This design comes from an exercise in tuning for small area on the open sky130 flow, not from production work. Function was checked by simulation only, so behaviour that the tests miss may differ from the original. The flow treats the clock pin as an ideal source. Dropping or thinning the clock tree relies on that and would not hold on a real chip. Power is estimated from default activity; no workload was simulated.

==> flow/design.v <==
`timescale 1ns / 1ps
module ddr_ctrl(
    input                       clk                     ,
    input                       rst                     ,
    input                       init_calib_complete     ,
    input       [63:0]          app_rd_data             ,
    input                       app_rd_data_end         ,
    input                       app_rd_data_valid       ,
    input                       app_rdy                 ,
    input                       app_wdf_rdy             ,
    output  wire[31:0]          app_addr                ,
    output  wire[2:0]           app_cmd                 ,
    output  reg                 app_en                  ,
    output  wire[63:0]          app_wdf_data            ,
    output  wire[31:0]          app_wdf_mask            ,
    output  wire                app_wdf_end             ,
    output  wire                app_wdf_wren            ,
    output  reg                 ddrdata_test_err
  );
    reg                         rd                      ;
    reg                         pn                      ;
    reg         [7:0]           cnt                     ;
    reg         [7:0]           bcnt                    ;
    wire        go      = app_rdy & app_wdf_rdy;
    wire        last    = cnt[7] & cnt[6] & cnt[2] & cnt[1];
    wire        pend    = cnt[7] & cnt[6] & cnt[3];
    assign  app_wdf_wren        =   app_en & ~rd & go;
    assign  app_wdf_end         =   app_wdf_wren;
    assign  app_cmd             =   {2'b00, rd};
    assign  app_addr            =   {19'd0, rd ? {cnt, 2'd0} : {2'd0, cnt}, 3'd0};
    assign  app_wdf_data        =   {56'd0, cnt};
    assign  app_wdf_mask        =   32'd0;
    always @(posedge clk or posedge rst)
    begin
        if (rst)
        begin
            app_en  <= 1'b0;
            rd      <= 1'b0;
            pn      <= 1'b0;
        end
        else if (app_en)
        begin
            if (go & last)
            begin
                app_en  <= 1'b0;
                rd      <= 1'b1;
                pn      <= ~rd;
            end
        end
        else if (!pn)
        begin
            if (rd)
            begin
                if (pend)
                begin
                    rd      <= 1'b0;
                    pn      <= 1'b1;
                end
            end
            else if (init_calib_complete)
                pn      <= 1'b1;
        end
        else if (go)
            app_en  <= 1'b1;
    end
    wire        cinc    = app_en ? go : (~pn & rd);
    wire        cclr    = app_en ? (go & last) : (~pn & (~rd | pend));
    always @(posedge clk)
        cnt     <= cclr ? 8'd0 : cnt + {7'd0, cinc};
    always @(posedge clk)
    begin
        if (!rd)
            bcnt    <= 8'd0;
        else if (app_rd_data_valid)
            bcnt    <= bcnt + 8'd1;
    end
    always @(posedge clk or posedge rst)
    begin
        if (rst)
            ddrdata_test_err    <= 1'b0;
        else if (app_rd_data_valid && app_rd_data != {56'd0, bcnt})
            ddrdata_test_err    <= 1'b1;
    end
endmodule
Settings: LEC_CHECK=0, CAP_MARGIN=20, CORE_MARGIN=2, CORE_UTILIZATION=40, SLEW_MARGIN=20; clock period 5.0 ns.
standard.sh (not shown) runs the stock make flow with config.mk's settings and CLKGATE_MAP_FILE= SYNTH_SCRIPT=/design/flow/synth_recipe.tcl, a recipe that flattens the netlist after the stock synthesis.
==> flow/flow/run.sh <==
#!/bin/bash
# The standard ORFS layout (standard.sh's make command) with these changes:
#  - synthesis maps logic with an area-oriented abc script (flow/synth.tcl),
#    and leaves adders to abc instead of mapping them to half-adder cells first;
#  - port buffers are the smallest buffer, buf_1;
#  - the constant outputs share one tie cell instead of one tie cell each;
#  - clock tree synthesis uses clkbuf_2/clkbuf_4 and adds no dummy loads, and its
#    tree is then rebuilt as 2 equal clkbuf_4 leaf buffers that the clock port
#    drives directly, each driving an equal share of the registers (flow/post_cts.tcl).
# ORFS writes each step's full log under orfs/logs; make's output goes to standard.log.
set -euo pipefail
here=$(pwd)
export MY_ABC_SCRIPT="$here/flow/abc_area.script"
export ADDER_MAP_FILE=
export BUFFER_PORTS_ARGS="-buffer_cell sky130_fd_sc_hd__buf_1"
export SKIP_REPAIR_TIE_FANOUT=1
export POST_CTS_TCL="$here/flow/post_cts.tcl"
export CTS_ARGS="-sink_clustering_enable -repair_clock_nets -dont_use_dummy_load -buf_list {sky130_fd_sc_hd__clkbuf_2 sky130_fd_sc_hd__clkbuf_4}"
sed "s#SYNTH_SCRIPT=[^ ]*#SYNTH_SCRIPT=$here/flow/synth.tcl#" standard.sh > my_standard.sh
grep -q "SYNTH_SCRIPT=$here/flow/synth.tcl" my_standard.sh
bash my_standard.sh > standard.log 2>&1
==> flow/flow/abc_area.script <==
strash
fraig
dch
amap -m
Other scripts of this flow, unchanged in this note and not shown: flow/flow/clock_tree.tcl, flow/flow/post_cts.tcl, flow/flow/synth.tcl
==> next run, changes <==
==> flow/flow/abc_area.script (replaced) <==
&get -n
&st
&syn3
&put
dch
amap -m
strash
dch
amap -m
=> Worst hold slack gets better by 0.031 ns; synthesized area went down by 0.53%; first-iteration DRC count went down by 18%; core utilization went down by 0.23 points; setup slack gets worse by 0.013 ns; power went up by 68%; routed wire length went up by 0.57%; sequential share of layout area went up by 0.20 points; synthesized cell count went down by 3.9%; global-route usage went up by 0.55 points; cell area went down by 0.69%.
No run of this note takes its clock network from TritonCTS; it comes from the design's own scripts or RTL.

[re-timing with driven ports]
Ports are ideal in the flow. The routed layouts listed here were re-timed in OpenROAD. Step 1 (the two cells are an assumption about what drives the block):
set clk [get_ports {clk}]
set_driving_cell -lib_cell sky130_fd_sc_hd__clkbuf_16 $clk
set_driving_cell -lib_cell sky130_fd_sc_hd__buf_2 [delete_from_list [all_inputs] $clk]
Step 2 also shifts input and output timing later by t, the mid clock arrival at the registers, as if the neighbouring blocks saw the same clock. a / b / c = no drivers / after step 1 / after step 2; a / b = the first two.
run	t (ns)	slack for setup (ns)	clock arrival spread, ns
the first run	0.194	2.191 / 2.163 / 2.357	0.002 / 0.002
the second run	0.189	2.178 / 2.150 / 2.231	0.004 / 0.004
After both steps setup and hold are still met in every run listed.
